Context: an optimization exercise on an open-source flow, tuned for small area. The choices shown serve that exercise and are no tape-out recipe. RTL that was checked went through simulation tests only; none was proved equivalent to the original. Only the layout flow was run in runs 2 to 4; the RTL was not checked for function there. Power and IR drop assume default switching activity.

===== design/flow/run.sh =====
#!/bin/bash
# synth_recipe.tcl (not shown) runs the flow's synth.tcl, then flattens the netlist and writes it again
# the make line also repeats each setting of config.mk as NAME=value (left out here)
make -C /OpenROAD-flow-scripts/flow DESIGN_CONFIG=/design/flow/config.mk WORK_HOME=/design/flow/orfs CLKGATE_MAP_FILE= SYNTH_SCRIPT=/design/flow/synth_recipe.tcl finish

===== design/flow/config.mk =====
export PLATFORM = sky130hd
export DESIGN_NAME = AXI_Sram
export DESIGN_NICKNAME = AXI_Sram
export VERILOG_FILES = /design/flow/design.v
export SDC_FILE = /design/flow/constraint.sdc
export NUM_CORES = 4
export LEC_CHECK = 0
export CAP_MARGIN = 20
export CORE_MARGIN = 2
export CORE_UTILIZATION = 40
export PLACE_DENSITY = 0.6
export SLEW_MARGIN = 20

===== design/flow/constraint.sdc =====
create_clock -name core_clock -period 14.0 [get_ports {ACLK}]
set_input_delay 2.8000 -clock core_clock [delete_from_list [all_inputs] [get_ports {ACLK}]]
set_output_delay 2.8000 -clock core_clock [all_outputs]
set_load 0.01 [all_outputs]

===== design/flow/design.v =====
`timescale 1ns/1ns
module AXI_Sram #(
    parameter   DATA_WIDTH  = 64,
                ADDR_WIDTH  = 32,
                ID_WIDTH    = 1,
                USER_WIDTH  = 1,
                STRB_WIDTH  = (DATA_WIDTH/8)
)(
    input                       ACLK,
    input                       ARESETn,
    input      [ADDR_WIDTH-1:0] AWADDR,
    input      [7:0]            AWLEN,
    input      [2:0]            AWSIZE,
    input      [1:0]            AWBURST,
    input                       AWVALID,
    output reg                  AWREADY,
    input      [DATA_WIDTH-1:0] WDATA,
    input      [STRB_WIDTH-1:0] WSTRB,
    input                       WLAST,
    input                       WVALID,
    output reg                  WREADY,
    output     [1:0]            BRESP,
    output reg                  BVALID,
    input                       BREADY,
    input      [ADDR_WIDTH-1:0] ARADDR,
    input      [7:0]            ARLEN,
    input      [2:0]            ARSIZE,
    input      [1:0]            ARBURST,
    input                       ARVALID,
    output reg                  ARREADY,
    output     [DATA_WIDTH-1:0] RDATA,
    output     [1:0]            RRESP,
    output reg                  RLAST,
    output reg                  RVALID,
    input                       RREADY,
    input                       bist_en,
    input                       dft_en,
    output                      bist_done,
    output reg [7:0]            bist_fail
);
    assign BRESP = 2'b00;
    assign RRESP = 2'b00;
    reg         wen;
    reg  [15:0] awaddr_start;
    reg  [7:0]  awlen;
    reg  [2:0]  awsize;
    reg         awcnt_flag;
    reg  [15:0] awcnt;
    reg  [15:0] awaddr;
    reg  [15:0] awstep;
    reg  [15:0] awstop;
    always @(*) begin
        case (awsize)
            3'h1:    begin awstep = 16'h2; awstop = {7'h0, awlen, 1'b0}; end
            3'h2:    begin awstep = 16'h4; awstop = {6'h0, awlen, 2'b0}; end
            default: begin awstep = 16'h1; awstop = {8'h0, awlen};       end
        endcase
    end
    always @(posedge ACLK or negedge ARESETn) begin
        if (!ARESETn) begin
            AWREADY      <= 1'b0;
            WREADY       <= 1'b0;
            BVALID       <= 1'b0;
            wen          <= 1'b0;
            awaddr_start <= 16'h0;
            awlen        <= 8'h0;
            awsize       <= 3'h0;
            awcnt_flag   <= 1'b0;
            awcnt        <= 16'h0;
            awaddr       <= 16'h0;
        end
        else begin
            AWREADY <= AWVALID & ~AWREADY;
            if (AWREADY)
                WREADY <= 1'b1;
            else if (WVALID & WLAST)
                WREADY <= 1'b0;
            BVALID <= ~BVALID & WLAST;
            if (WLAST)
                wen <= 1'b0;
            else if (AWREADY)
                wen <= 1'b1;
            if (AWVALID) begin
                awaddr_start <= AWADDR[15:0];
                awlen        <= AWLEN;
                awsize       <= AWSIZE;
            end
            if (AWVALID)
                awcnt_flag <= 1'b1;
            else if (awlen == 8'h0)
                awcnt_flag <= 1'b0;
            else if (awcnt == awstop)
                awcnt_flag <= 1'b0;
            awcnt  <= awcnt_flag ? awcnt + awstep : 16'h0;
            awaddr <= awaddr_start + awcnt;
        end
    end
    reg  [15:0] araddr_start;
    reg  [7:0]  arlen;
    reg  [2:0]  arsize;
    reg         arcnt_flag;
    reg  [15:0] arcnt;
    reg  [31:0] rdata_r;
    reg  [15:0] arstep;
    reg  [15:0] arstop;
    always @(*) begin
        case (arsize)
            3'h1:    begin arstep = 16'h2; arstop = {7'h0, arlen, 1'b0}; end
            3'h2:    begin arstep = 16'h4; arstop = {6'h0, arlen, 2'b0}; end
            default: begin arstep = 16'h1; arstop = {8'h0, arlen};       end
        endcase
    end
    wire        ar_at_stop = (arcnt == arstop);
    wire [15:0] araddr     = araddr_start + arcnt;
    wire [31:0] rdata_next;
    always @(posedge ACLK or negedge ARESETn) begin
        if (!ARESETn) begin
            ARREADY      <= 1'b0;
            RVALID       <= 1'b0;
            RLAST        <= 1'b0;
            araddr_start <= 16'h0;
            arlen        <= 8'h0;
            arsize       <= 3'h0;
            arcnt_flag   <= 1'b0;
            arcnt        <= 16'h0;
            rdata_r      <= 32'h0;
        end
        else begin
            ARREADY <= ARVALID & ~ARREADY;
            RVALID  <= ARREADY;
            RLAST   <= RREADY & ar_at_stop;
            if (ARVALID) begin
                araddr_start <= ARADDR[15:0];
                arlen        <= ARLEN;
                arsize       <= ARSIZE;
            end
            if (ARVALID)
                arcnt_flag <= 1'b1;
            else if (arlen == 8'h0)
                arcnt_flag <= 1'b0;
            else if (ar_at_stop)
                arcnt_flag <= 1'b0;
            arcnt <= arcnt_flag ? arcnt + arstep : 16'h0;
            if (RREADY)
                rdata_r <= rdata_next;
        end
    end
    assign RDATA = {32'h0, rdata_r};
    wire        s_bank = wen ? awaddr[15]  : araddr[15];
    wire [3:0]  s_word = wen ? awaddr[5:2] : araddr[5:2];
    wire [1:0]  s_byte = wen ? awaddr[1:0] : araddr[1:0];
    wire [2:0]  s_size = wen ? awsize      : arsize;
    reg  [3:0]  s_csn;
    always @(*) begin
        case (s_size)
            3'b000:  s_csn = ~(4'b0001 << s_byte);
            3'b001:  s_csn = s_byte[1] ? 4'b0011 : 4'b1100;
            3'b010:  s_csn = 4'b0000;
            default: s_csn = 4'b1111;
        endcase
    end
    wire [31:0] wdata;
    assign wdata[7:0]   = WDATA[7:0];
    assign wdata[15:8]  = (awsize == 3'h0) ? 8'h0 : WDATA[15:8];
    assign wdata[31:16] = (awsize == 3'h0 || awsize == 3'h1) ? 16'h0 : WDATA[31:16];
    localparam IDEL1       = 5'b00000;
    localparam P1_WRITE0   = 5'b00001;
    localparam IDEL2       = 5'b00010;
    localparam P2_READ0    = 5'b00011;
    localparam P2_COMPARE0 = 5'b00100;
    localparam P2_WRITE1   = 5'b00101;
    localparam IDEL3       = 5'b00110;
    localparam P3_READ1    = 5'b00111;
    localparam P3_COMPARE1 = 5'b01000;
    localparam P3_WRITE0   = 5'b01001;
    localparam P3_READ0    = 5'b01010;
    localparam P3_COMPARE0 = 5'b01011;
    localparam P3_WRITE1   = 5'b01100;
    localparam IDEL4       = 5'b01101;
    localparam P4_READ1    = 5'b01110;
    localparam P4_COMPARE1 = 5'b01111;
    localparam P4_WRITE0   = 5'b10000;
    localparam IDEL5       = 5'b10001;
    localparam P5_READ0    = 5'b10010;
    localparam P5_COMPARE0 = 5'b10011;
    localparam P5_WRITE1   = 5'b10100;
    localparam P5_READ1    = 5'b10101;
    localparam P5_COMPARE1 = 5'b10110;
    localparam P5_WRITE0   = 5'b10111;
    localparam IDEL6       = 5'b11000;
    localparam P6_READ0    = 5'b11001;
    localparam P6_COMPARE0 = 5'b11010;
    reg  [4:0]  cstate, nstate;
    reg  [3:0]  test_addr;
    reg         r_end;
    reg         up1_down0, count_en, r_end_en, pattern_sel, test_addr_rst;
    reg         rf_start, check_en, wen_test;
    wire        t_full = (test_addr == 4'hf);
    wire        t_zero = (test_addr == 4'h0);
    always @(*) begin
        up1_down0     = 1'b1;
        count_en      = 1'b0;
        r_end_en      = 1'b0;
        pattern_sel   = 1'b0;
        test_addr_rst = 1'b0;
        rf_start      = 1'b0;
        check_en      = 1'b0;
        wen_test      = 1'b1;
        nstate        = cstate;
        case (cstate)
            IDEL1: begin
                test_addr_rst = 1'b1;
                if (!r_end) begin
                    nstate   = P1_WRITE0;
                    rf_start = 1'b1;
                end
            end
            P1_WRITE0: begin
                count_en = 1'b1;
                wen_test = 1'b0;
                if (t_full) begin
                    nstate        = IDEL2;
                    test_addr_rst = 1'b1;
                    up1_down0     = 1'b0;
                end
            end
            IDEL2: begin
                up1_down0     = 1'b0;
                test_addr_rst = 1'b1;
                nstate        = P2_READ0;
            end
            P2_READ0:    nstate = P2_COMPARE0;
            P2_COMPARE0: begin
                check_en = 1'b1;
                nstate   = P2_WRITE1;
            end
            P2_WRITE1: begin
                up1_down0   = 1'b0;
                count_en    = 1'b1;
                wen_test    = 1'b0;
                pattern_sel = 1'b1;
                if (t_zero) begin
                    nstate        = IDEL3;
                    test_addr_rst = 1'b1;
                    up1_down0     = 1'b1;
                end
                else
                    nstate = P2_READ0;
            end
            IDEL3: begin
                pattern_sel   = 1'b1;
                test_addr_rst = 1'b1;
                nstate        = P3_READ1;
            end
            P3_READ1:    nstate = P3_COMPARE1;
            P3_COMPARE1: begin
                pattern_sel = 1'b1;
                check_en    = 1'b1;
                nstate      = P3_WRITE0;
            end
            P3_WRITE0: begin
                wen_test = 1'b0;
                nstate   = P3_READ0;
            end
            P3_READ0:    nstate = P3_COMPARE0;
            P3_COMPARE0: begin
                check_en = 1'b1;
                nstate   = P3_WRITE1;
            end
            P3_WRITE1: begin
                wen_test    = 1'b0;
                pattern_sel = 1'b1;
                count_en    = 1'b1;
                if (t_full) begin
                    nstate        = IDEL4;
                    test_addr_rst = 1'b1;
                end
                else
                    nstate = P3_READ1;
            end
            IDEL4: begin
                pattern_sel   = 1'b1;
                test_addr_rst = 1'b1;
                nstate        = P4_READ1;
            end
            P4_READ1:    nstate = P4_COMPARE1;
            P4_COMPARE1: begin
                pattern_sel = 1'b1;
                check_en    = 1'b1;
                nstate      = P4_WRITE0;
            end
            P4_WRITE0: begin
                wen_test = 1'b0;
                count_en = 1'b1;
                if (t_full) begin
                    nstate        = IDEL5;
                    test_addr_rst = 1'b1;
                end
                else
                    nstate = P4_READ1;
            end
            IDEL5: begin
                pattern_sel   = 1'b1;
                test_addr_rst = 1'b1;
                nstate        = P5_READ0;
            end
            P5_READ0:    nstate = P5_COMPARE0;
            P5_COMPARE0: begin
                check_en = 1'b1;
                nstate   = P5_WRITE1;
            end
            P5_WRITE1: begin
                wen_test    = 1'b0;
                pattern_sel = 1'b1;
                nstate      = P5_READ1;
            end
            P5_READ1:    nstate = P5_COMPARE1;
            P5_COMPARE1: begin
                pattern_sel = 1'b1;
                check_en    = 1'b1;
                nstate      = P5_WRITE0;
            end
            P5_WRITE0: begin
                wen_test = 1'b0;
                count_en = 1'b1;
                if (t_full) begin
                    nstate        = IDEL6;
                    test_addr_rst = 1'b1;
                end
                else
                    nstate = P5_READ0;
            end
            IDEL6: begin
                test_addr_rst = 1'b1;
                nstate        = P6_READ0;
            end
            P6_READ0:    nstate = P6_COMPARE0;
            P6_COMPARE0: begin
                check_en = 1'b1;
                count_en = 1'b1;
                if (t_full) begin
                    nstate        = IDEL1;
                    test_addr_rst = 1'b1;
                    r_end_en      = 1'b1;
                end
                else
                    nstate = P6_READ0;
            end
            default: begin
                nstate        = IDEL1;
                test_addr_rst = 1'b1;
            end
        endcase
    end
    assign bist_done = r_end;
    wire [7:0]  lane_mismatch;
    always @(posedge ACLK or negedge ARESETn) begin
        if (!ARESETn) begin
            cstate    <= IDEL1;
            test_addr <= 4'h0;
            r_end     <= 1'b0;
            bist_fail <= 8'hff;
        end
        else if (bist_en) begin
            cstate <= nstate;
            r_end  <= r_end_en;
            if (test_addr_rst)
                test_addr <= up1_down0 ? 4'h0 : 4'hf;
            else if (count_en)
                test_addr <= up1_down0 ? test_addr + 4'h1 : test_addr - 4'h1;
            if (check_en)
                bist_fail <= bist_fail | lane_mismatch;
            else if (rf_start)
                bist_fail <= 8'h00;
        end
    end
    wire        e_wen  = bist_en ? wen_test  : ~wen;      
    wire [3:0]  e_a    = bist_en ? test_addr : s_word;
    wire [7:0]  e_csn  = bist_en ? 8'h00 :
                         (s_bank ? {s_csn, 4'hf} : {4'hf, s_csn});
    wire [31:0] e_d    = bist_en ? {32{pattern_sel}} : wdata;
    reg  [7:0]  mem  [0:127];
    reg  [3:0]  last_a [0:7];
    wire [3:0]  dec = e_a;
    wire [7:0]  m_rd [0:7];      
    genvar L, W;
    generate
        for (L = 0; L < 8; L = L + 1) begin : g_lane
            wire lane_acc = ~e_csn[L];
            wire [3:0] ra = lane_acc ? e_a : last_a[L];
            always @(posedge ACLK)
                if (lane_acc)
                    last_a[L] <= e_a;
            for (W = 0; W < 16; W = W + 1) begin : g_word
                always @(posedge ACLK)
                    if (lane_acc && !e_wen && dec == W)
                        mem[L*16+W] <= e_d[(L%4)*8 +: 8];
            end
            assign m_rd[L] = mem[L*16 + ra];
        end
    endgenerate
    reg  [31:0] dft_x;
    reg  [7:0]  dft_csn;
    reg         dft_wen;
    wire [31:0] x_next;
    genvar J;
    generate
        for (J = 0; J < 4; J = J + 1) begin : g_x
            wire [7:0] d = e_d[J*8 +: 8];
            assign x_next[J*8 +: 8] = {d[7], d[6] ^ e_wen, d[5], d[4], d[3:0] ^ e_a};
        end
    endgenerate
    always @(posedge ACLK or negedge ARESETn) begin
        if (!ARESETn) begin
            dft_x   <= 32'h0;
            dft_csn <= 8'h0;
            dft_wen <= 1'b0;
        end
        else if (dft_en) begin
            dft_x   <= x_next;
            dft_csn <= e_csn;
            dft_wen <= e_wen;
        end
    end
    wire [7:0] pat = {8{pattern_sel}};
    generate
        for (L = 0; L < 8; L = L + 1) begin : g_cmp
            assign lane_mismatch[L] = dft_en ?
                (dft_csn[L] | (dft_x[(L%4)*8 +: 8] != pat)) :
                (m_rd[L] != pat);
        end
    endgenerate
    generate
        for (J = 0; J < 4; J = J + 1) begin : g_rd
            wire       acc   = s_bank ? ~e_csn[J+4] : ~e_csn[J];
            wire       dcsn  = s_bank ? dft_csn[J+4] : dft_csn[J];
            wire [7:0] mrd   = s_bank ? m_rd[J+4] : m_rd[J];
            wire [7:0] q     = (acc & ~e_wen) ? e_d[J*8 +: 8] : mrd;
            wire [7:0] dsig  = dcsn ? {1'b1, dft_wen, 6'b0} : dft_x[J*8 +: 8];
            assign rdata_next[J*8 +: 8] = dft_en ? dsig : q;
        end
    endgenerate
endmodule

==> results of run 1 <==
[registers in the layout, indices dropped and copies added, names as in the netlist, 3 cells and up]
signal,flops
arcnt,16
araddr_start,16
dft_csn,8
rdata_r,32
last_a,32
awlen,8
dft_x,32
awaddr,7
arlen,8
awcnt,16
mem,1024
arsize,3
awaddr_start,16
cstate,5
bist_fail,8
awsize,3
test_addr,4
[power by group through the flow]
stage	logic, uW	registers (uW)	clock network [uW]
CTS	5520	5200	3730
floorplan	3280	5010	0
detailed placement	5500	5270	0
finish	5700	5210	3700
global route	5970	5250	3870
global placement	5450	5270	0
[final timing paths]
kind | startpoint | to | slack, ns
max | bist_en | rdata_r[7] | 5.64
min | ARREADY | RVALID | 0.41
max reg2reg | arcnt[0] | rdata_r[7] | 7.66
min reg2reg | ARREADY | RVALID | 0.41
max in group asynchronous | ARESETn | dft_x[0] | 9.88
min in group asynchronous | ARESETn | awlen[2] | 2.00
[critical path, stage by stage]
cell	delay [ns]
buf_2	0.16
buf_4	0.55
nor2_1	0.32
and4_1	0.29
or3_1	0.36
buf_4	0.27
a21oi_2	0.64
nand3_1	0.88
buf_4	0.51
mux2i_1	0.77
a22o_1	0.28
a221oi_1	0.06
nand3_1	0.13
or3_1	0.31
nand2_1	0.11
a31oi_1	0.30
o22ai_1	0.12
a21oi_1	0.14
[area by class of cell]
class                      count  share of cell area [%]
clock buffer                 167                   5.691
inverter                      91                  0.5348
multi-input combinational   2806                   28.32
clock inverter                89                   1.497
tap                         1794                   3.515
sequential                  1249                   56.73
timing repair buffer         260                   3.705
antenna                        2                0.007837
[placed cells by master, fill, tap and decap left out, types with 36 or more instances in the layout]
cell type,n
nor2_1,330
nand2_1,348
nand3_1,182
buf_4,114
conb_1,36
a21oi_1,187
edfxtp_1,1024
a22o_1,62
inv_1,68
nor2b_1,47
nand4_1,75
a31oi_1,37
mux2_2,92
o21ai_0,168
a221oi_1,49
a22oi_1,229
xnor2_1,52
nor3_1,104
mux2i_1,140
clkbuf_16,141
clkdlybuf4s50_1,138
dfrtp_1,185
ha_1,38
[per-stage QoR]
step / worst slack, ns / power (uW) / hold slack, ns
CTS: 6.097 / 14450 / 0.4107
floorplan: 7.953 / 8293 / 0.4351
detailed placement: 5.264 / 10770 / 0.3980
finish: 5.642 / 14610 / 0.4090
global placement: 5.278 / 10710 / 0.3914
global route: 5.819 / 15090 / 0.4226
[per-layer routing]
layer	global-route usage (%)	vias to the layer above	routed length, um
li1	-	17290	-
met1	37.01	20240	79070
met2	39.33	2417	83270
met3	7.307	416	21550
met4	9.917	4	7247
met5	0	-	21
[cells by family after synthesis]
| family | count (synthesis) | share of synthesized area, % |
|---|---|---|
| compound gates | 1092 | 13.90 |
| xor+xnor | 72 | 1.134 |
| fa+ha+maj | 43 | 1.035 |
| buf+inv | 340 | 2.772 |
| flops | 1249 | 65.14 |
| mux | 242 | 4.641 |
| other cells | 1 | 0.006743 |
| simple gates | 1321 | 11.36 |
==> reports/qor.csv, run 1 <==
metric,value,unit
Final Max Slew Viols,0,
Final Non-Filler Cells,6458,
Worst-Margin Slew,1.180,ns
final setup TNS,0,ns
total CTS buffers,139,
Die Height,376.9,um
final antenna-violating net count,0,
CP endpoint kind,flip-flop,
Yosys top cell by area,edfxtp_1,
share of cells above drive strength 1,11.22,%
sequential fraction of the synthesis area,65.14,%
FILL cells,12230,
WS Path Type,in2reg,
Clock Sinks,1249,
gpl congestion,0.9549,
post-synthesis cell area,55610,um2
largest net degree at the start of global routing,84,
Placement Cell Area,59190,um2
PD cells,228.8,nW/um2
Final Routed Wirelength,191200,um
"Req. time, crit path",14.72,ns
Post-Layout Inst Area,63870,um2
clock share of power,25.3,%
worst hold stages,0,
peak supply drop,0.1285,mV
First-pass DRT Iterations,7,
Tmin final,8.358,ns
Final Hold Fails,0,
first-pass GRT wire length,274600,um
Flop pwr share,35.7,%
"Reg clk slew, reported paths",0.06,ns
CTS resizes,0,
"flops & latches, synth",1249,
wire length per cell,29.60,um
vias in the first global route,38480,
area delta synth->final,14.83,%
CTS tree,done,
Synthesis Warnings,3,
Commonest cells post-synth,"edfxtp_1, nand2_1, nor2_1, a22oi_1, a21oi_1",
switch share,41.54,%
vias,40370,
Pleak,0.02211,uW
count of endpoints failing setup in the final report,0,
routed vias/inst,6.252,
"count leader, synth",edfxtp_1,
residual DRC count,0,
hold_buf cts,0,
Switch Pwr,6071,uW
CP arrival,9.08,ns
RSZ-0062 raised after global routing,no,
asr flop ratio synth,15.45,%
Synth area leaders,"edfxtp_1, dfrtp_1, a22oi_1",
startpoint types,input pin,
All-Layer GR Usage,26.50,%
Worst Clk Skew,0.02993,ns
Core Box Area,137700,um2
global route overflow,0,
Initial DRC Count,5504,
I/O pin cnt,255,
Most used DFF post-synth,edfxtp_1,
Multi-input gate area,18090,um2
P_int,8544,uW
DPL Wire Length,129000,um
period utilization,59.70,%
Skew-Pair Late Insertion Delay,0.79,ns
Crit Path Max Fanout,30,
Slew Limit Headroom,21.08,%
postcts setup bufs,0,
"EDFF count, synth",1024,
status,no timing/DRC/antenna violations,
# rows,136,
nets@finish,4762,
chip width,376.9,um
post-placement cell count,6196,
initial antenna violation count,6,
"Avg Cell Area, Syn",12.76,um2
MaxCap Viol Count,0,
Initial Util,40.40,%
CTS max path bufs,3,
port bufs,141,
"Distinct cells, synth",110,
Root Buffer Master,clkbuf_16,
f_max,119.6,MHz
post-synthesis cell count,4360,
top cell type's share of synthesized area,55.29,%
hold crit path type,reg2reg,
Reg area,36230,um2
Logic pwr share,39.0,%
R2R depth,18,
htree depth,4,
die area,142000,um2
Util after Layout,46.39,%
==> run 2, diff against run 1 <==
--- a/design/flow/design.v
+++ b/design/flow/design.v
@@ -58,16 +58,12 @@
     end
     always @(posedge ACLK or negedge ARESETn) begin
         if (!ARESETn) begin
-            AWREADY      <= 1'b0;
-            WREADY       <= 1'b0;
-            BVALID       <= 1'b0;
-            wen          <= 1'b0;
-            awaddr_start <= 16'h0;
-            awlen        <= 8'h0;
-            awsize       <= 3'h0;
-            awcnt_flag   <= 1'b0;
-            awcnt        <= 16'h0;
-            awaddr       <= 16'h0;
+            AWREADY    <= 1'b0;
+            WREADY     <= 1'b0;
+            BVALID     <= 1'b0;
+            wen        <= 1'b0;
+            awsize     <= 3'h0;
+            awcnt_flag <= 1'b0;
         end
         else begin
             AWREADY <= AWVALID & ~AWREADY;
@@ -80,21 +76,24 @@
                 wen <= 1'b0;
             else if (AWREADY)
                 wen <= 1'b1;
-            if (AWVALID) begin
-                awaddr_start <= AWADDR[15:0];
-                awlen        <= AWLEN;
-                awsize       <= AWSIZE;
-            end
+            if (AWVALID)
+                awsize <= AWSIZE;
             if (AWVALID)
                 awcnt_flag <= 1'b1;
             else if (awlen == 8'h0)
                 awcnt_flag <= 1'b0;
             else if (awcnt == awstop)
                 awcnt_flag <= 1'b0;
-            awcnt  <= awcnt_flag ? awcnt + awstep : 16'h0;
-            awaddr <= awaddr_start + awcnt;
         end
     end
+    always @(posedge ACLK) begin
+        if (AWVALID) begin
+            awaddr_start <= AWADDR[15:0];
+            awlen        <= AWLEN;
+        end
+        awcnt  <= awcnt_flag ? awcnt + awstep : 16'h0;
+        awaddr <= awaddr_start + awcnt;
+    end
     reg  [15:0] araddr_start;
     reg  [7:0]  arlen;
     reg  [2:0]  arsize;
@@ -414,14 +413,15 @@
         if (!ARESETn) begin
             dft_x   <= 32'h0;
             dft_csn <= 8'h0;
-            dft_wen <= 1'b0;
         end
         else if (dft_en) begin
             dft_x   <= x_next;
             dft_csn <= e_csn;
-            dft_wen <= e_wen;
         end
     end
+    always @(posedge ACLK)
+        if (dft_en)
+            dft_wen <= e_wen;
     wire [7:0] pat = {8{pattern_sel}};
     generate
         for (L = 0; L < 8; L = L + 1) begin : g_cmp
==> design/flow/flow/run.sh (new file) <==
#!/bin/bash
set -o pipefail
bash standard.sh \
  "BUFFER_PORTS_ARGS=-buffer_cell sky130_fd_sc_hd__buf_1" \
  "CTS_ARGS=-sink_clustering_enable -repair_clock_nets -dont_use_dummy_load -sink_clustering_size 20 -sink_clustering_max_diameter 60 -buf_list sky130_fd_sc_hd__clkbuf_16" \
  finish > flow.log 2>&1
==> design/flow/standard.sh (new file) <==
#!/bin/bash
# synth_recipe.tcl (not shown) runs the flow's synth.tcl, then flattens the netlist and writes it again
# the make line also repeats each setting of config.mk as NAME=value (left out here)
make -C /OpenROAD-flow-scripts/flow DESIGN_CONFIG=/design/flow/config.mk WORK_HOME=/design/flow/orfs CLKGATE_MAP_FILE= SYNTH_SCRIPT=/design/flow/synth_recipe.tcl "${@:-finish}"
--- a/design/flow/config.mk
+++ b/design/flow/config.mk
@@ -7,6 +7,6 @@
 export LEC_CHECK = 0
 export CAP_MARGIN = 20
 export CORE_MARGIN = 2
-export CORE_UTILIZATION = 40
-export PLACE_DENSITY = 0.6
+export CORE_UTILIZATION = 50
+export PLACE_DENSITY = 0.7
 export SLEW_MARGIN = 20
removed: design/flow/run.sh
==> run 2 against run 1 <==
  * Register-to-register slack is essentially flat
  * Hold slack gained 0.0069 ns
  * Combinational power shrank 15%
  * Sequential cell count is the same
  * Die area shrank 22%
  * Non-clock buffer count shrank 34
  * Worst setup slack gained 0.30 ns
  * Critical path depth is the same
  * Sequential share of layout area grew 4.8 points
  * Power shrank 15%
  * Clock power shrank 35%
  * Largest cell class unchanged
==> reports/qor.csv, run 2 <==
metric,value,unit,change
"EDFF count, synth",1049,,+2.4%
f_max,124.1,MHz,+3.7%
Crit Path Max Fanout,32,,+6.7%
FILL cells,8756,,-28%
Most used DFF post-synth,edfxtp_1,,
vias in the first global route,35440,,-7.9%
Tmin final,8.057,ns,-0.3016 ns
Commonest cells post-synth,"edfxtp_1, nand2_1, nor2_1, a22oi_1, mux2i_1",,
number of flip-flops under the largest register name,1024,,unchanged
global route overflow,0,,unchanged
Placement Cell Area,56400,um2,-4.7%
post-synthesis cell count,4105,,-5.8%
Switch Pwr,5106,uW,-16%
nets@finish,4446,,-6.6%
first-pass GRT wire length,241400,um,-12%
All-Layer GR Usage,29.34,%,+2.8 points
MaxCap Viol Count,0,,unchanged
"Distinct cells, synth",100,,-9.1%
postcts setup bufs,0,,unchanged
CTS resizes,0,,unchanged
# rows,120,,-12%
Post-Layout Inst Area,58920,um2,-7.7%
Yosys top cell by area,edfxtp_1,,
"Req. time, crit path",14.62,ns,-0.10 ns
CP arrival,8.67,ns,-0.41 ns
routed vias/inst,6.757,,+8.1%
chip width,333.8,um,-11%
sequential fraction of the synthesis area,66.65,%,+1.5 points
WS Path Type,in2reg,,
htree depth,3,,-1
Core Box Area,107500,um2,-22%
Worst Clk Skew,0.07943,ns,+0.04950 ns
"most common cell after layout, fill and taps aside",edfxtp_1,,
First-pass DRT Iterations,8,,+1
Final Max Slew Viols,0,,unchanged
port bufs,141,,unchanged
CP endpoint kind,flip-flop,,
die area,111400,um2,-22%
"Avg Cell Area, Syn",13.24,um2,+3.8%
gpl congestion,0.9509,,-0.42%
count of endpoints failing setup in the final report,0,,unchanged
Initial DRC Count,6175,,+12%
residual DRC count,0,,unchanged
Skew-Pair Late Insertion Delay,0.72,ns,-0.07 ns
switch share,41.08,%,-0.46 points
clock share of power,19.3,%,-6.0 points
RSZ-0062 raised after global routing,no,,
PD cells,211.0,nW/um2,-7.8%
CTS tree,done,,
area delta synth->final,8.370,%,
largest net degree at the start of global routing,72,,-14%
final setup TNS,0,ns,unchanged
Reg area,36240,um2,about the same
Die Height,333.8,um,-11%
asr flop ratio synth,11.61,%,-3.8 points
peak supply drop,0.1228,mV,-4.5%
I/O pin cnt,255,,unchanged
vias,38090,,-5.7%
share of cells above drive strength 1,8.111,%,-3.1 points
Reg2Reg Setup Slack,7.67,ns,about the same
final antenna-violating net count,0,,unchanged
period utilization,57.55,%,-2.2 points
hold_buf cts,0,,unchanged
Synthesis Warnings,3,,unchanged
Clock Sinks,1249,,unchanged
P_int,7323,uW,-14%
Flop pwr share,41.8,%,+6.1 points
Slew Limit Headroom,11.92,%,-9.2 points
CTS max path bufs,3,,unchanged
Biggest register,mem,,
Final Hold Fails,0,,unchanged
hold crit path type,reg2reg,,
post-synthesis cell area,54370,um2,-2.2%
Pleak,0.01977,uW,-11%
Root Buffer Master,clkbuf_16,,
wire length per cell,29.62,um,about the same
Initial Util,50.57,%,+10 points
Synth area leaders,"edfxtp_1, dfrtp_1, mux2i_1",,
total CTS buffers,95,,-32%
Worst-Margin Slew,1.316,ns,+0.1368 ns
Final Routed Wirelength,166900,um,-13%
Power Total,12430,uW,-15%
top cell type's share of synthesized area,57.94,%,+2.6 points
Multi-input gate area,17010,um2,-5.9%
startpoint types,input pin,,
"Reg clk slew, reported paths",0.08,ns,+0.02 ns
Logic pwr share,38.8,%,-0.2 points
DPL Wire Length,110900,um,-14%
"flops & latches, synth",1249,,unchanged
"commonest non-fill, non-tap cells in the layout","edfxtp_1, nand2_1, nor2_1",,
initial antenna violation count,5,,-1
"count leader, synth",edfxtp_1,,
status,no timing/DRC/antenna violations,,
## run 2: critical path, cell delays in order
cell and delay (ns):
buf_1 0.07, buf_4 0.24, nor2_2 0.83, and4b_1 0.42, a211oi_4 0.06, buf_4 0.30, and3_1 0.22, buf_4 0.25
nand2_1 0.39, buf_4 0.37, mux2i_1 0.36, a22o_1 0.29, a221oi_1 0.52, o2111ai_1 0.38, a211oi_1 0.59, nor3_1 0.10
a41o_1 0.26, o21ai_1 0.14
## run 2: stage by stage
step | setup WS [ns] | std cells | hold WS (ns) | utilization [%]
2_1_floorplan | 8.110 | 4140 | 0.4351 | -
3_3_place_gp | 5.553 | 5530 | 0.4050 | 52.45
3_5_place_dp | 5.456 | 5531 | 0.4021 | 52.47
4_1_cts | 6.150 | 5626 | 0.4187 | 54.68
5_1_grt | 5.866 | 5632 | 0.4461 | 54.80
6_report | 5.943 | 5636 | 0.4159 | 54.81
## run 2: power groups by stage
stage	Combinational (uW)	Sequential, uW	Clock, uW
final	4830	5200	2400
after global routing	5040	5230	2540
after CTS	4640	5170	2410
after detailed placement	4620	5240	0
after global placement	4540	5230	0
after floorplan	2970	4970	0
## run 2: metal layers
metal | wire length [um] | vias up | track usage, %
met3 | 22660 | 402 | 8.234
met4 | 6600 | 2 | 10.79
li1 | - | 16160 | -
met2 | 73230 | 2652 | 43.68
met1 | 64410 | 18870 | 41.25
met5 | 15 | - | 0
## run 2: kinds of logic after synthesis
group           count (synthesis)  synth area share (%)
simple gates                 1200                 10.53
other cells                     1              0.006897
mux                           243                 4.777
buf+inv                       307                 2.642
compound gates                993                 13.22
flops                        1249                 66.65
xor+xnor                       69                 1.112
fa+ha+maj                      43                 1.059
## run 2: final cells by class
cell class | count | area share [%]
sequential | 1249 | 61.51
antenna | 4 | 0.01699
inverter | 75 | 0.4778
tap | 1403 | 2.979
clock buffer | 95 | 4.035
multi-input combinational | 2584 | 28.88
timing repair buffer | 226 | 2.109
## run 2: worst paths after layout
check / start / endpoint / depth (start not counted)
setup / recovery: bist_en / bist_fail[5] / 18
hold / removal: ARREADY / RVALID / 0
setup reg to reg: arcnt[0] / bist_fail[3] / 18
hold reg to reg: ARREADY / RVALID / 0
max in group asynchronous: ARESETn / rdata_r[28] / 3
min in group asynchronous: ARESETn / arlen[2] / 1
==> run 3, diff against run 2 <==
==> design/flow/flow/run.sh (replaced) <==
#!/bin/bash
set -o pipefail
bash standard.sh \
  "BUFFER_PORTS_ARGS=-buffer_cell sky130_fd_sc_hd__buf_1" \
  "CTS_ARGS=-sink_clustering_enable -repair_clock_nets -dont_use_dummy_load -sink_clustering_size 30 -sink_clustering_max_diameter 80 -buf_list sky130_fd_sc_hd__clkbuf_16" \
  finish > flow.log 2>&1
==> run 3 against run 2 <==
  * Worst setup slack improved by 0.10 ns
  * Non-clock buffer count is 2 lower
  * Synthesized cell count unchanged
  * Design area is 1.8% lower
  * Fmax up 1.3%
  * Routed wire length fell by 0.69%
  * Largest cell class unchanged
  * Register-to-register slack lost 0.02 ns
  * Highest routed layer unchanged
  * Utilization is 0.98 points lower
  * Via count down 0.88%
  * Sequential cell count unchanged
  * Combinational power is essentially flat
==> reports/qor.csv, run 3 <==
metric,value,unit,change
area delta synth->final,6.441,%,
worst path bufs/invs,5,,unchanged
# rows,120,,unchanged
hold crit path type,reg2reg,,
vias in the first global route,35090,,-0.99%
Final Hold Fails,0,,unchanged
Initial DRC Count,5787,,-6.3%
RSZ-0062 raised after global routing,no,,
CTS resizes,0,,unchanged
Util after Layout,53.83,%,-0.98 points
Slew Limit Headroom,15.19,%,+3.3 points
final antenna-violating net count,0,,unchanged
largest family of logic cells by synthesized area,compound AO/OA/AOI/OAI gates,,
CP arrival,8.60,ns,-0.07 ns
Switch Pwr,4987,uW,-2.3%
"Avg Cell Area, Syn",13.24,um2,unchanged
final setup TNS,0,ns,unchanged
Flop pwr share,44.0,%,+2.2 points
Pleak,0.01926,uW,-2.6%
Worst-Margin Slew,1.267,ns,-0.04883 ns
Core Box Area,107500,um2,unchanged
period utilization,56.80,%,-0.75 points
Commonest cells post-synth,"edfxtp_1, nand2_1, nor2_1, a22oi_1, mux2i_1",,
Crit Path Max Fanout,32,,unchanged
die area,111400,um2,unchanged
sequential fraction of the synthesis area,66.65,%,unchanged
Reg area,36240,um2,unchanged
wire length per cell,29.65,um,+0.11%
post-placement cell count,5531,,unchanged
number of flip-flops under the largest register name,1024,,unchanged
vias,37750,,-0.88%
Final Max Slew Viols,0,,unchanged
asr flop ratio synth,11.61,%,unchanged
I/O pin cnt,255,,unchanged
DPL Wire Length,110900,um,unchanged
initial antenna violation count,5,,unchanged
"count leader, synth",edfxtp_1,,
peak supply drop,0.1225,mV,-0.27%
"Reg clk slew, reported paths",0.11,ns,+0.03 ns
"commonest non-fill, non-tap cells in the layout","edfxtp_1, nand2_1, nor2_1",,
f_max,125.8,MHz,+1.3%
hold_buf cts,0,,unchanged
crit-path max cell delay,0.84,ns,about the same
Synthesis Warnings,3,,unchanged
"most common cell after layout, fill and taps aside",edfxtp_1,,
Logic pwr share,40.8,%,+2.0 points
switch share,42.26,%,+1.2 points
Synth area leaders,"edfxtp_1, dfrtp_1, mux2i_1",,
Multi-input gate area,17010,um2,unchanged
Final Routed Wirelength,165800,um,-0.69%
MaxCap Viol Count,0,,unchanged
postcts setup bufs,0,,unchanged
post-synthesis cell area,54370,um2,unchanged
Die Height,333.8,um,unchanged
"flops & latches, synth",1249,,unchanged
Tmin final,7.952,ns,-0.1048 ns
Skew-Pair Late Insertion Delay,0.73,ns,about the same
Root Buffer Master,clkbuf_16,,
port bufs,141,,unchanged
gpl congestion,0.9509,,unchanged
All-Layer GR Usage,29.06,%,-0.28 points
P_int,6815,uW,-6.9%
residual DRC count,0,,unchanged
Crit path top cell by count,buf_4,,
Yosys top cell by area,edfxtp_1,,
"Distinct cells, synth",100,,unchanged
CTS max path bufs,3,,unchanged
global route overflow,0,,unchanged
Final Non-Filler Cells,5591,,-0.80%
Biggest register,mem,,
"Req. time, crit path",14.64,ns,+0.02 ns
first-pass GRT wire length,239500,um,-0.78%
Initial Util,50.57,%,unchanged
Setup WS post-layout,6.048,ns,+0.1048 ns
Most used DFF post-synth,edfxtp_1,,
Synth Area in Simple Gates,10.53,%,unchanged
share of cells above drive strength 1,7.191,%,-0.92 points
"EDFF count, synth",1049,,unchanged
PD cells,203.9,nW/um2,-3.3%
CTS tree,done,,
top cell type's share of synthesized area,57.94,%,unchanged
nets@finish,4403,,-0.97%
total CTS buffers,54,,-43%
count of endpoints failing setup in the final report,0,,unchanged
FILL cells,8878,,+1.4%
CP endpoint kind,flip-flop,,
DP Worst Slack,5.456,ns,unchanged
mux contribution to synthesized area,4.777,%,unchanged
chip width,333.8,um,unchanged
First-pass DRT Iterations,9,,+1
htree depth,2,,-1
CP max-delay cell,nor2_2,,
WS Path Type,in2reg,,
status,no timing/DRC/antenna violations,,
Clock Sinks,1249,,unchanged
CP Cell Sequence,"buf_1, buf_4, nor2_2, and4b_1, a211oi_4, buf_4, and3_1, buf_4, nand2_1, buf_4, mux2i_1, a22o_1, a221oi_1, o2111ai_1, a211oi_1, nor3_1, a41o_1, o21ai_1",,
largest net degree at the start of global routing,72,,unchanged
post-synthesis cell count,4105,,unchanged
Synth Area in XOR/XNOR,1.112,%,unchanged
startpoint types,input pin,,
adder-cell area share of the yosys netlist,1.059,%,unchanged
critical path's top delay family,compound AO/OA/AOI/OAI gates,,
Worst Clk Skew,0.09600,ns,+0.01656 ns
complex-gate fraction of the synthesized area,13.22,%,unchanged
clock share of power,15.2,%,-4.1 points
routed vias/inst,6.752,,about the same
## run 3: cells by family (layout without fill, tap and decap cells)
kind of cell	Yosys count	after routing
adders and majority gates	43	43
AOI/OAI and AO/OA	993	993
muxes	243	243
other	1	38
xor gates and xnor gates	69	69
DFF	1249	1249
buffers and inverters	307	353
and+or+nand+nor	1200	1200
## run 3: layout make-up
cell class | instances | share of cell area (%)
diodes | 2 | 0.008648
repair buffers | 224 | 2.117
clock buffers | 54 | 2.335
well taps | 1403 | 3.033
multi-input cells | 2584 | 29.40
inverters | 75 | 0.4865
flip-flops and latches | 1249 | 62.62
## run 3: power groups by stage
stage / registers (uW) / clock network, uW / logic, uW
after floorplan: 4970 / 0 / 2970
after global placement: 5230 / 0 / 4540
after detailed placement: 5240 / 0 / 4620
after CTS: 5160 / 1810 / 4630
after global routing: 5220 / 1920 / 5040
final: 5190 / 1800 / 4810
## run 3: final timing paths
path | startpoint | end | slack (ns) | cells past startpoint
max | bist_en | bist_fail[5] | 6.05 | 18
min | ARREADY | RVALID | 0.41 | 0
max reg2reg | arcnt[0] | bist_fail[3] | 7.65 | 17
min reg2reg | ARREADY | RVALID | 0.41 | 0
max in group asynchronous | ARESETn | rdata_r[1] | 9.94 | 3
min in group asynchronous | ARESETn | awsize[2] | 2.01 | 1
## run 3: metal layers
metal	share of wire, %	up-vias	GRT usage, %
li1	-	16060	-
met5	0.011	-	0
met1	39	18780	40.68
met2	44	2526	43.29
met4	3.9	2	10.85
met3	13	384	8.286
## run 3: per-stage QoR
stage | hold WS (ns) | total power [uW] | instance area (um2)
after floorplan | 0.4351 | 7935 | 54500
after global placement | 0.4050 | 9771 | 56390
after detailed placement | 0.4021 | 9861 | 56400
after CTS | 0.4191 | 11600 | 57750
after global routing | 0.4458 | 12180 | 57870
final | 0.4148 | 11800 | 57870
==> run 4, diff against run 3 <==
--- a/design/flow/design.v
+++ b/design/flow/design.v
@@ -140,8 +140,7 @@
             else if (ar_at_stop)
                 arcnt_flag <= 1'b0;
             arcnt <= arcnt_flag ? arcnt + arstep : 16'h0;
-            if (RREADY)
-                rdata_r <= rdata_next;
+            rdata_r <= rdata_next;       
         end
     end
     assign RDATA = {32'h0, rdata_r};
@@ -380,22 +379,34 @@
     wire [31:0] e_d    = bist_en ? {32{pattern_sel}} : wdata;
     reg  [7:0]  mem  [0:127];
     reg  [3:0]  last_a [0:7];
-    wire [3:0]  dec = e_a;
     wire [7:0]  m_rd [0:7];      
-    genvar L, W;
+    wire [15:0] ndw;
+    dec16n u_wdec(.a(e_a), .n(ndw));
+    genvar L, W, B;
     generate
         for (L = 0; L < 8; L = L + 1) begin : g_lane
             wire lane_acc = ~e_csn[L];
-            wire [3:0] ra = lane_acc ? e_a : last_a[L];
             always @(posedge ACLK)
                 if (lane_acc)
                     last_a[L] <= e_a;
+            wire nwl;
+            g_or2 u_nwl(.a(e_csn[L]), .b(e_wen), .y(nwl));
             for (W = 0; W < 16; W = W + 1) begin : g_word
+                wire we;
+                g_nor2 u_we(.a(nwl), .b(ndw[W]), .y(we));
                 always @(posedge ACLK)
-                    if (lane_acc && !e_wen && dec == W)
+                    if (we)
                         mem[L*16+W] <= e_d[(L%4)*8 +: 8];
             end
-            assign m_rd[L] = mem[L*16 + ra];
+            wire [15:0] rs;
+            dec16m u_rdec(.acc(lane_acc), .a(e_a), .b(last_a[L]), .s(rs));
+            for (B = 0; B < 8; B = B + 1) begin : g_bit
+                wire [15:0] col;
+                for (W = 0; W < 16; W = W + 1) begin : g_c
+                    assign col[W] = mem[L*16+W][B];
+                end
+                sel16 u_sel(.d(col), .s(rs), .y(m_rd[L][B]));
+            end
         end
     endgenerate
     reg  [31:0] dft_x;
@@ -409,35 +420,169 @@
             assign x_next[J*8 +: 8] = {d[7], d[6] ^ e_wen, d[5], d[4], d[3:0] ^ e_a};
         end
     endgenerate
+    reg         dft_valid;
     always @(posedge ACLK or negedge ARESETn) begin
-        if (!ARESETn) begin
-            dft_x   <= 32'h0;
-            dft_csn <= 8'h0;
-        end
-        else if (dft_en) begin
-            dft_x   <= x_next;
-            dft_csn <= e_csn;
-        end
+        if (!ARESETn)
+            dft_valid <= 1'b0;
+        else if (dft_en)
+            dft_valid <= 1'b1;
     end
     always @(posedge ACLK)
-        if (dft_en)
+        if (dft_en) begin
+            dft_x   <= x_next;
+            dft_csn <= e_csn;
             dft_wen <= e_wen;
-    wire [7:0] pat = {8{pattern_sel}};
+        end
+    rdpath u_rd(.dft_en(dft_en), .dft_valid(dft_valid), .pattern_sel(pattern_sel), .dft_csn(dft_csn), .dft_x(dft_x), .dft_wen(dft_wen),
+      .RREADY(RREADY), .rdata_q(rdata_r),
+      .m_rd0(m_rd[0]), .m_rd1(m_rd[1]), .m_rd2(m_rd[2]), .m_rd3(m_rd[3]), .m_rd4(m_rd[4]), .m_rd5(m_rd[5]), .m_rd6(m_rd[6]), .m_rd7(m_rd[7]),
+      .s_bank(s_bank), .e_csn(e_csn), .e_wen(e_wen), .e_d(e_d), .lane_mismatch(lane_mismatch), .rdata_next(rdata_next));
+endmodule
+module rdpath(input dft_en, dft_valid, pattern_sel, input [7:0] dft_csn, input [31:0] dft_x, input dft_wen,
+  input RREADY, input [31:0] rdata_q,
+  input [7:0] m_rd0, m_rd1, m_rd2, m_rd3, m_rd4, m_rd5, m_rd6, m_rd7, input s_bank, input [7:0] e_csn, input e_wen, input [31:0] e_d,
+  output [7:0] lane_mismatch, output [31:0] rdata_next);
+    wire [7:0] m_rd [0:7];
+    assign {m_rd[7],m_rd[6],m_rd[5],m_rd[4],m_rd[3],m_rd[2],m_rd[1],m_rd[0]} = {m_rd7,m_rd6,m_rd5,m_rd4,m_rd3,m_rd2,m_rd1,m_rd0};
+    genvar L, J;
+    wire [3:0] x_mis;
     generate
+        for (J = 0; J < 4; J = J + 1) begin : g_xm
+            mis8 u_m(.d(dft_x[J*8 +: 8]), .p(pattern_sel), .y(x_mis[J]));
+        end
         for (L = 0; L < 8; L = L + 1) begin : g_cmp
+            wire m_mis;
+            mis8 u_m(.d(m_rd[L]), .p(pattern_sel), .y(m_mis));
             assign lane_mismatch[L] = dft_en ?
-                (dft_csn[L] | (dft_x[(L%4)*8 +: 8] != pat)) :
-                (m_rd[L] != pat);
+                (dft_valid ? (dft_csn[L] | x_mis[L%4]) : pattern_sel) : m_mis;
         end
     endgenerate
     generate
         for (J = 0; J < 4; J = J + 1) begin : g_rd
-            wire       acc   = s_bank ? ~e_csn[J+4] : ~e_csn[J];
-            wire       dcsn  = s_bank ? dft_csn[J+4] : dft_csn[J];
-            wire [7:0] mrd   = s_bank ? m_rd[J+4] : m_rd[J];
-            wire [7:0] q     = (acc & ~e_wen) ? e_d[J*8 +: 8] : mrd;
-            wire [7:0] dsig  = dcsn ? {1'b1, dft_wen, 6'b0} : dft_x[J*8 +: 8];
-            assign rdata_next[J*8 +: 8] = dft_en ? dsig : q;
+            wire s_h, s_x, s_d, s_hi, s_lo, s_c7, s_c6;
+            rd_sel u_s(.RREADY(RREADY), .dft_en(dft_en), .dft_valid(dft_valid), .s_bank(s_bank),
+                       .csn_lo(e_csn[J]), .csn_hi(e_csn[J+4]), .e_wen(e_wen),
+                       .dcsn_lo(dft_csn[J]), .dcsn_hi(dft_csn[J+4]), .dft_wen(dft_wen),
+                       .s_h(s_h), .s_x(s_x), .s_d(s_d), .s_hi(s_hi), .s_lo(s_lo), .s_c7(s_c7), .s_c6(s_c6));
+            rd_byte u_b(.s_h(s_h), .s_x(s_x), .s_d(s_d), .s_hi(s_hi), .s_lo(s_lo), .s_c7(s_c7), .s_c6(s_c6),
+                        .q(rdata_q[J*8 +: 8]), .x(dft_x[J*8 +: 8]), .d(e_d[J*8 +: 8]),
+                        .m_hi(m_rd[J+4]), .m_lo(m_rd[J]), .y(rdata_next[J*8 +: 8]));
         end
     endgenerate
 endmodule
+module rd_sel(input RREADY, dft_en, dft_valid, s_bank, csn_lo, csn_hi, e_wen, dcsn_lo, dcsn_hi, dft_wen,
+              output s_h, s_x, s_d, s_hi, s_lo, s_c7, s_c6);
+    wire acc  = s_bank ? ~csn_hi : ~csn_lo;
+    wire byp  = acc & ~e_wen;
+    wire dcsn = s_bank ? dcsn_hi : dcsn_lo;
+    wire dsel = RREADY & dft_en & dft_valid;
+    wire msel = RREADY & ~dft_en;
+    assign s_h  = ~RREADY;
+    assign s_x  = dsel & ~dcsn;
+    assign s_c7 = dsel & dcsn;
+    assign s_c6 = dsel & dcsn & dft_wen;
+    assign s_d  = msel & byp;
+    assign s_hi = msel & ~byp & s_bank;
+    assign s_lo = msel & ~byp & ~s_bank;
+endmodule
+module rd_byte(input s_h, s_x, s_d, s_hi, s_lo, s_c7, s_c6, input [7:0] q, x, d, m_hi, m_lo, output [7:0] y);
+    genvar k;
+    for (k = 0; k < 8; k = k + 1) begin : g_k
+        wire a, b;
+        g_aoi222 u_a(.a1(s_h), .b1(q[k]), .a2(s_x), .b2(x[k]), .a3(s_d), .b3(d[k]), .y(a));
+        if (k == 7) begin : g7
+            g_aoi221 u_b(.a1(s_hi), .b1(m_hi[k]), .a2(s_lo), .b2(m_lo[k]), .c(s_c7), .y(b));
+        end
+        else if (k == 6) begin : g6
+            g_aoi221 u_b(.a1(s_hi), .b1(m_hi[k]), .a2(s_lo), .b2(m_lo[k]), .c(s_c6), .y(b));
+        end
+        else begin : gl
+            g_aoi22 u_b(.a1(s_hi), .b1(m_hi[k]), .a2(s_lo), .b2(m_lo[k]), .y(b));
+        end
+        g_nand2 u_o(.a(a), .b(b), .y(y[k]));
+    end
+endmodule
+module mis8(input [7:0] d, input p, output y);
+    assign y = p ? ~&d : |d;
+endmodule
+module g_aoi22(input a1, b1, a2, b2, output y);
+    assign y = ~((a1 & b1) | (a2 & b2));
+endmodule
+module g_aoi221(input a1, b1, a2, b2, c, output y);
+    assign y = ~((a1 & b1) | (a2 & b2) | c);
+endmodule
+module sel16(input [15:0] d, input [15:0] s, output y);
+    wire [4:0] x;
+    genvar i;
+    for (i = 0; i < 5; i = i + 1) begin : g_a
+        g_aoi222 u(.a1(s[3*i]), .b1(d[3*i]), .a2(s[3*i+1]), .b2(d[3*i+1]),
+                   .a3(s[3*i+2]), .b3(d[3*i+2]), .y(x[i]));
+    end
+    wire n0, n1;
+    g_nand3 u_n0(.a(x[0]), .b(x[1]), .c(x[2]), .y(n0));
+    g_nand2 u_n1(.a(x[3]), .b(x[4]), .y(n1));
+    g_ao211 u_o(.a1(s[15]), .a2(d[15]), .b(n0), .c(n1), .y(y));
+endmodule
+module dec16m(input acc, input [3:0] a, input [3:0] b, output [15:0] s);
+    wire [3:0] rn, r;
+    wire [3:0] nlo, nhi;
+    genvar i;
+    for (i = 0; i < 4; i = i + 1) begin : g_m
+        g_muxi u_m(.s(acc), .a1(a[i]), .a0(b[i]), .y(rn[i]));
+        g_inv  u_i(.a(rn[i]), .y(r[i]));
+    end
+    g_nand2 u_l0(.a(rn[1]), .b(rn[0]), .y(nlo[0]));
+    g_nand2 u_l1(.a(rn[1]), .b(r[0]),  .y(nlo[1]));
+    g_nand2 u_l2(.a(r[1]),  .b(rn[0]), .y(nlo[2]));
+    g_nand2 u_l3(.a(r[1]),  .b(r[0]),  .y(nlo[3]));
+    g_nand2 u_h0(.a(rn[3]), .b(rn[2]), .y(nhi[0]));
+    g_nand2 u_h1(.a(rn[3]), .b(r[2]),  .y(nhi[1]));
+    g_nand2 u_h2(.a(r[3]),  .b(rn[2]), .y(nhi[2]));
+    g_nand2 u_h3(.a(r[3]),  .b(r[2]),  .y(nhi[3]));
+    for (i = 0; i < 16; i = i + 1) begin : g_s
+        g_nor2 u_s(.a(nlo[i%4]), .b(nhi[i/4]), .y(s[i]));
+    end
+endmodule
+module dec16n(input [3:0] a, output [15:0] n);
+    wire [3:0] an;
+    wire [3:0] nlo, nhi;
+    genvar i;
+    for (i = 0; i < 4; i = i + 1) begin : g_i
+        g_inv u_i(.a(a[i]), .y(an[i]));
+    end
+    g_nand2 u_l0(.a(an[1]), .b(an[0]), .y(nlo[0]));
+    g_nand2 u_l1(.a(an[1]), .b(a[0]),  .y(nlo[1]));
+    g_nand2 u_l2(.a(a[1]),  .b(an[0]), .y(nlo[2]));
+    g_nand2 u_l3(.a(a[1]),  .b(a[0]),  .y(nlo[3]));
+    g_nand2 u_h0(.a(an[3]), .b(an[2]), .y(nhi[0]));
+    g_nand2 u_h1(.a(an[3]), .b(a[2]),  .y(nhi[1]));
+    g_nand2 u_h2(.a(a[3]),  .b(an[2]), .y(nhi[2]));
+    g_nand2 u_h3(.a(a[3]),  .b(a[2]),  .y(nhi[3]));
+    for (i = 0; i < 16; i = i + 1) begin : g_n
+        g_or2 u_n(.a(nlo[i%4]), .b(nhi[i/4]), .y(n[i]));
+    end
+endmodule
+module g_aoi222(input a1, b1, a2, b2, a3, b3, output y);
+    assign y = ~((a1 & b1) | (a2 & b2) | (a3 & b3));
+endmodule
+module g_ao211(input a1, a2, b, c, output y);
+    assign y = (a1 & a2) | b | c;
+endmodule
+module g_nand2(input a, b, output y);
+    assign y = ~(a & b);
+endmodule
+module g_nand3(input a, b, c, output y);
+    assign y = ~(a & b & c);
+endmodule
+module g_or2(input a, b, output y);
+    assign y = a | b;
+endmodule
+module g_nor2(input a, b, output y);
+    assign y = ~(a | b);
+endmodule
+module g_inv(input a, output y);
+    assign y = ~a;
+endmodule
+module g_muxi(input s, a1, a0, output y);
+    assign y = ~(s ? a1 : a0);
+endmodule
==> design/flow/flow/run.sh (replaced) <==
#!/bin/bash
# The standard ORFS flow (standard.sh, unchanged synthesis) with:
#  - port buffers of the smallest buffer cell,
#  - a clock tree of larger sink clusters and no dummy loads.
# The whole ORFS/OpenROAD output goes to flow.log in this folder; ORFS also
# keeps each step's log under orfs/logs/.
set -o pipefail
bash standard.sh \
  "BUFFER_PORTS_ARGS=-buffer_cell sky130_fd_sc_hd__buf_1" \
  "CTS_ARGS=-sink_clustering_enable -repair_clock_nets -dont_use_dummy_load -sink_clustering_size 25 -sink_clustering_max_diameter 70 -buf_list sky130_fd_sc_hd__clkbuf_16" \
  SKIP_REPAIR_TIE_FANOUT=1 \
  finish > flow.log 2>&1
--- a/design/flow/config.mk
+++ b/design/flow/config.mk
@@ -10,3 +10,4 @@
 export CORE_UTILIZATION = 50
 export PLACE_DENSITY = 0.7
 export SLEW_MARGIN = 20
+export SYNTH_HIERARCHICAL = 1
==> run 4 against run 3 <==
  * Sequential cell count rose by 1
  * Combinational power fell by 23%
  * Via count fell by 18%
  * Design area fell by 7.0%
  * Global-route usage fell by 5.2 points
  * Final cell count fell by 15%
  * Clock power rose by 3%
  * Largest power group unchanged
==> reports/qor.csv, run 4 <==
metric,value,unit,change
status,no timing/DRC/antenna violations,,
post-synthesis cell count,3258,,-21%
PD cells,197.0,nW/um2,-3.4%
port bufs,141,,unchanged
routed vias/inst,6.574,,-2.6%
share of cells above drive strength 1,7.028,%,-0.16 points
Placement Cell Area,52290,um2,-7.3%
Root Buffer Master,clkbuf_16,,
largest net degree at the start of global routing,65,,-9.7%
chip width,320.8,um,-3.9%
"commonest non-fill, non-tap cells in the layout","edfxtp_1, a222oi_1, nor2_1",,
"Reg clk slew, reported paths",0.09,ns,-0.02 ns
met3 routed WL,14440,um,-35%
"count leader, synth",edfxtp_1,,
Synthesis Warnings,11,,+8
asr flop ratio synth,8.480,%,-3.1 points
Most used DFF post-synth,edfxtp_1,,
global route overflow,0,,unchanged
Worst Clk Skew,0.07122,ns,-0.02478 ns
gpl congestion,0.8782,,-7.6%
uppermost routed layer,met5,,
htree depth,2,,unchanged
Core Box Area,99860,um2,-7.1%
Yosys top cell by area,edfxtp_1,,
"Distinct cells, synth",86,,-14%
"most common cell after layout, fill and taps aside",edfxtp_1,,
final setup TNS,0,ns,unchanged
FILL cells,7979,,-10%
die area,102900,um2,-7.6%
Pleak,0.01821,uW,-5.4%
Tmin final,6.982,ns,-0.9701 ns
post-synthesis cell area,50180,um2,-7.7%
Biggest register,mem,,
met2 wire length,58180,um,-20%
Final Routed Wirelength,126100,um,-24%
"Req. time, crit path",14.62,ns,-0.02 ns
first-pass GRT wire length,184000,um,-23%
total CTS buffers,61,,+13%
Post-Layout Inst Area,53820,um2,-7.0%
Crit Path Max Fanout,35,,+9.4%
Final Max Slew Viols,0,,unchanged
MaxCap Viol Count,0,,unchanged
Reg2Reg Setup Slack,8.03,ns,+0.38 ns
initial antenna violation count,3,,-2
vias,31080,,-18%
I/O pin cnt,255,,unchanged
WS Path Type,in2reg,,
f_max,143.2,MHz,+14%
number of flip-flops under the largest register name,1024,,unchanged
Clock Sinks,1250,,+0.080%
residual DRC count,0,,unchanged
RSZ-0062 raised after global routing,no,,
top cell type's share of synthesized area,67.09,%,+9.2 points
"Avg Cell Area, Syn",15.40,um2,+16%
CP arrival,7.61,ns,-0.99 ns
CTS max path bufs,3,,unchanged
# rows,116,,-3.3%
Initial Util,50.25,%,-0.33 points
First-pass DRT Iterations,7,,-2
CTS tree,done,,
"EDFF count, synth",1121,,+6.9%
Slew Limit Headroom,15.56,%,+0.37 points
area delta synth->final,7.264,%,
Synth area leaders,"edfxtp_1, a222oi_1, dfrtp_1",,
Util after Layout,53.90,%,+0.067 points
hold_buf cts,0,,unchanged
metal1 wirelength,49670,um,-23%
CTS resizes,0,,unchanged
hold crit path type,reg2reg,,
DPL Wire Length,81550,um,-26%
wire length per cell,26.67,um,-10%
vias in the first global route,29060,,-17%
Skew-Pair Late Insertion Delay,0.68,ns,-0.05 ns
Final Hold Fails,0,,unchanged
"flops & latches, synth",1250,,+0.080%
startpoint types,input pin,,
period utilization,49.87,%,-6.9 points
Power Total,10600,uW,-10%
CP endpoint kind,flip-flop,,
Die Height,320.8,um,-3.9%
postcts setup bufs,0,,unchanged
Commonest cells post-synth,"edfxtp_1, nor2_1, a222oi_1, nand2_1, dfrtp_1",,
nets@finish,3645,,-17%
All-Layer GR Usage,23.88,%,-5.2 points
Worst-Margin Slew,1.267,ns,-0.0009405 ns
Initial DRC Count,5179,,-11%
peak supply drop,0.1181,mV,-3.6%
count of endpoints failing setup in the final report,0,,unchanged
sequential fraction of the synthesis area,73.31,%,+6.7 points
final antenna-violating net count,0,,unchanged
## run 4: final cells by class
class / count / area, um2 / share of cell area (%)
flip-flops and latches: 1250 / 36790 / 68.35
multi-input cells: 1846 / 12620 / 23.46
well taps: 1298 / 1624 / 3.017
clock buffers: 61 / 1526 / 2.836
repair buffers: 197 / 977.2 / 1.816
inverters: 75 / 281.5 / 0.5231
diodes: 1 / 2.502 / 0.004649
## run 4: critical path, stage by stage
cell and delay (ns):
clkbuf_2 0.07, buf_4 0.48, clkinv_1 0.20, buf_4 0.28
o21a_1 0.46, buf_4 0.36, mux2i_1 0.30, inv_1 0.10
nand2_1 0.13, nor2_1 0.17, a222oi_1 0.48, nand3_1 0.23
a211o_1 0.40, nand2_1 0.10, nor3_1 0.07, a31oi_1 0.18
inv_1 0.08, o22ai_1 0.41, a21oi_1 0.13, nor2_1 0.11
## run 4: per-layer routing
layer | vias up | global-route usage, %
li1 | 13580 | -
met1 | 15500 | 33.71
met2 | 1780 | 37.43
met3 | 220 | 5.428
met4 | 2 | 6.802
met5 | - | 0
## run 4: logic make-up after synthesis
family,count (synthesis),synth area share (%)
XOR/XNOR,71,1.239
AO/OA/AOI/OAI,697,12.19
buffers and inverters,162,1.636
adder cells (fa/ha/maj),42,1.122
flip-flops,1250,73.31
other,1,0.007474
AND/OR/NAND/NOR,963,8.974
multiplexers,72,1.519
## run 4: modules after synthesis, one instance, submodules excluded, a selection
| module | cells | cell area [um2] |
|---|---|---|
| g_inv | 1 | 3.754 |
| g_nand3 | 1 | 5.005 |
| g_or2 | 1 | 6.256 |
| g_muxi | 1 | 10.01 |
| rdpath | 26 | 156.4 |
| g_nor2 | 1 | 3.754 |
| mis8 | 8 | 47.55 |
| g_aoi22 | 1 | 12.51 |
| g_ao211 | 1 | 8.758 |
| rd_sel | 13 | 83.83 |
| g_aoi222 | 1 | 10.01 |
| g_aoi221 | 1 | 15.01 |
| AXI_Sram | 2056 | 42090 |
| g_nand2 | 1 | 3.754 |
## run 4: power breakdown
| part | internal (uW) | switching, uW |
|---|---|---|
| Clock | 772 | 1070 |
| Combinational | 1120 | 2580 |
| Sequential | 4780 | 267 |
| Total | 6680 | 3930 |
## run 4: through the flow
step	hold slack (ns)	setup slack, ns	cells
detailed placement	0.3908	6.452	4666
floorplan	0.4351	7.712	3258
finish	0.4147	7.018	4728
global route	0.4330	6.859	4727
CTS	0.4223	7.172	4727
global placement	0.3930	6.492	4665
## run 4: worst paths after layout
| check | endpoint | start | cells after the start |
|---|---|---|---|
| worst min-delay path | RVALID | ARREADY | 0 |
| worst max register to register | bist_fail[6] | arcnt[9] | 22 |
| worst max-delay path | bist_fail[6] | bist_en | 20 |
| max in group asynchronous | rdata_r[11] | ARESETn | 2 |
| min in group asynchronous | awsize[0] | ARESETn | 1 |
| worst min register to register | RVALID | ARREADY | 0 |
==> run 5, diff against run 4 <==
--- a/design/flow/design.v
+++ b/design/flow/design.v
@@ -512,16 +512,17 @@
     assign y = ~((a1 & b1) | (a2 & b2) | c);
 endmodule
 module sel16(input [15:0] d, input [15:0] s, output y);
-    wire [4:0] x;
+    wire [5:0] x;
     genvar i;
     for (i = 0; i < 5; i = i + 1) begin : g_a
         g_aoi222 u(.a1(s[3*i]), .b1(d[3*i]), .a2(s[3*i+1]), .b2(d[3*i+1]),
                    .a3(s[3*i+2]), .b3(d[3*i+2]), .y(x[i]));
     end
+    g_nand2 u_l(.a(s[15]), .b(d[15]), .y(x[5]));
     wire n0, n1;
     g_nand3 u_n0(.a(x[0]), .b(x[1]), .c(x[2]), .y(n0));
-    g_nand2 u_n1(.a(x[3]), .b(x[4]), .y(n1));
-    g_ao211 u_o(.a1(s[15]), .a2(d[15]), .b(n0), .c(n1), .y(y));
+    g_nand3 u_n1(.a(x[3]), .b(x[4]), .c(x[5]), .y(n1));
+    g_or2   u_o(.a(n0), .b(n1), .y(y));
 endmodule
 module dec16m(input acc, input [3:0] a, input [3:0] b, output [15:0] s);
     wire [3:0] rn, r;
@@ -565,9 +566,6 @@
 module g_aoi222(input a1, b1, a2, b2, a3, b3, output y);
     assign y = ~((a1 & b1) | (a2 & b2) | (a3 & b3));
 endmodule
-module g_ao211(input a1, a2, b, c, output y);
-    assign y = (a1 & a2) | b | c;
-endmodule
 module g_nand2(input a, b, output y);
     assign y = ~(a & b);
 endmodule
--- a/design/flow/flow/run.sh
+++ b/design/flow/flow/run.sh
@@ -8,5 +8,4 @@
 bash standard.sh \
   "BUFFER_PORTS_ARGS=-buffer_cell sky130_fd_sc_hd__buf_1" \
   "CTS_ARGS=-sink_clustering_enable -repair_clock_nets -dont_use_dummy_load -sink_clustering_size 25 -sink_clustering_max_diameter 70 -buf_list sky130_fd_sc_hd__clkbuf_16" \
-  SKIP_REPAIR_TIE_FANOUT=1 \
   finish > flow.log 2>&1
==> run 5 against run 4 <==
  * Still clean
  * Area after synthesis rose by 0.37%
  * Count of clock-buffer cells in the layout is the same
  * Fmax down 0.89%
  * Final cell count rose by 2.0%
  * First-iteration DRC count grew 3.8%
  * Sequential share of layout area decreased by 0.40 points
  * Synthesized cell count increased by 2.0%
  * Combinational power down 7.0%
  * Clock skew grew 0.012 ns
==> reports/qor.csv, run 5 <==
metric,value,unit,change
CP arrival,7.67,ns,+0.06 ns
I/O pin cnt,255,,unchanged
CP endpoint kind,flip-flop,,
Tmin final,7.045,ns,+0.06294 ns
chip width,321.4,um,+0.18%
"Req. time, crit path",14.63,ns,about the same
sequential fraction of the synthesis area,73.04,%,-0.27 points
Commonest cells post-synth,"edfxtp_1, nor2_1, a222oi_1, nand2_1, nand3_1",,
R2R depth,22,,unchanged
Biggest register,mem,,
Worst Hold Slack,0.4273,ns,+0.01259 ns
period utilization,50.32,%,+0.45 points
number of diodes,0,,-1
All-Layer GR Usage,24.05,%,+0.17 points
# rows,116,,unchanged
total CTS buffers,61,,unchanged
routed vias/inst,6.518,,-0.85%
Core Box Area,100000,um2,+0.15%
FILL cells,7928,,-0.64%
nets@finish,3742,,+2.7%
Initial DRC Count,5375,,+3.8%
Initial Util,50.36,%,+0.11 points
Most used DFF post-synth,edfxtp_1,,
PD cells,190.5,nW/um2,-3.3%
"flops & latches, synth",1250,,unchanged
f_max,141.9,MHz,-0.89%
Final Routed Wirelength,126000,um,about the same
final antenna-violating net count,0,,unchanged
gpl congestion,0.8774,,about the same
Die Height,321.4,um,+0.18%
Pleak,0.01806,uW,-0.81%
Root Buffer Master,clkbuf_16,,
port bufs,141,,unchanged
Power Total,10310,uW,-2.7%
Placement Cell Area,52610,um2,+0.61%
post-synthesis cell count,3324,,+2.0%
"Avg Cell Area, Syn",15.15,um2,-1.6%
Clock Sinks,1250,,unchanged
postcts setup bufs,0,,unchanged
Post-Layout Inst Area,54140,um2,+0.59%
Yosys top cell by area,edfxtp_1,,
"Distinct cells, synth",88,,+2.3%
Crit Path Max Fanout,43,,+23%
startpoint types,input pin,,
status,no timing/DRC/antenna violations,,
"most common cell after layout, fill and taps aside",edfxtp_1,,
Slew Limit Headroom,21.36,%,+5.8 points
CTS max path bufs,3,,unchanged
Worst Setup SP,bist_en,,
## run 5: cell types whose count changed after synthesis, moves of 6 or more
cell,delta
or2_1,+63
a21boi_0,+7
nand3_1,+65
o21a_1,-9
o21ai_1,-7
clkbuf_1,+10
o21ai_0,-6
a31oi_1,+14
xnor2_1,-7
a211o_1,-65
## run 5: stage by stage
stage / utilization (%) / worst slack, ns
detailed placement: 52.61 / 6.316
floorplan: - / 7.785
finish: 54.14 / 6.955
global placement: 52.61 / 6.414
CTS: 54.14 / 7.064
global route: 54.14 / 6.715
## run 5: kinds of logic (layout without fill, tap and decap cells)
kind of cell | after synthesis | after routing | synth area share [%]
fa+ha+maj | 42 | 42 | 1.118
mux | 76 | 76 | 1.595
compound gates | 639 | 639 | 11.15
other cells | 1 | 36 | 0.007446
xor+xnor | 64 | 64 | 1.113
simple gates | 1086 | 1086 | 10.38
buf+inv | 166 | 333 | 1.595
flops | 1250 | 1250 | 73.04
## run 5: worst min-delay path by stage
stage	startpoint	slack [ns]	cells past startpoint	endpoint
floorplan	ARREADY	0.44	0	RVALID
global placement	ARREADY	0.39	0	RVALID
detailed placement	ARREADY	0.41	0	RVALID
CTS	BVALID	0.43	1	BVALID
global route	BVALID	0.45	1	BVALID
finish	BVALID	0.43	1	BVALID
## run 5: final cells by class
class	count	area [um2]	share of cell area, %
multi-input combinational	1943	12970	23.97
inverter	77	289.0	0.5338
clock buffer	61	1526	2.819
sequential	1250	36790	67.94
tap	1298	1624	3.000
timing repair buffer	195	940.9	1.738
## run 5: report_power, final
| group | internal (uW) | switching (uW) | total, uW |
|---|---|---|---|
| sequential | 4750 | 272 | 5030 |
| clock | 772 | 1080 | 1850 |
| combinational | 1030 | 2410 | 3440 |
## run 5: layer usage
metal	GRT usage [%]	part of all wire, %	up-vias
met5	0	0	-
met4	7.124	3.1	0
li1	-	-	13790
met3	3.620	10	202
met2	37.92	46	1712
met1	34.84	40	15740
## run 5: per-module statistics from Yosys (local to each module, per instance), a selection
module    cells  flops+latches
rdpath       26              0
g_nor2        1              0
g_aoi222      1              0
AXI_Sram   2058           1250
g_nand3       1              0
g_aoi22       1              0
mis8          8              0
g_inv         1              0
g_or2         1              0
g_nand2       1              0
g_aoi221      1              0
## run 5: critical path, stage by stage
cell and delay (ns):
clkbuf_2 0.07, buf_4 0.51, inv_1 0.44, o21ai_1 0.23, buf_4 0.24, inv_1 0.40, mux2i_1 0.43, inv_1 0.10
nand2_1 0.22, nor2_1 0.20, a222oi_1 0.54, nand3_1 0.21, or2_1 0.30, nand3_1 0.10, nor3_1 0.04, a31oi_1 0.19
inv_1 0.07, o22ai_1 0.26, a21oi_1 0.11, nor2_1 0.12

Check on run 5: ideal ports give 6.955 ns setup slack; a clkbuf_16 on the clock port and buf_2 on the inputs give 6.995 ns; moving port delays by the midpoint clock arrival (0.717 ns) as well gives 6.278 ns.
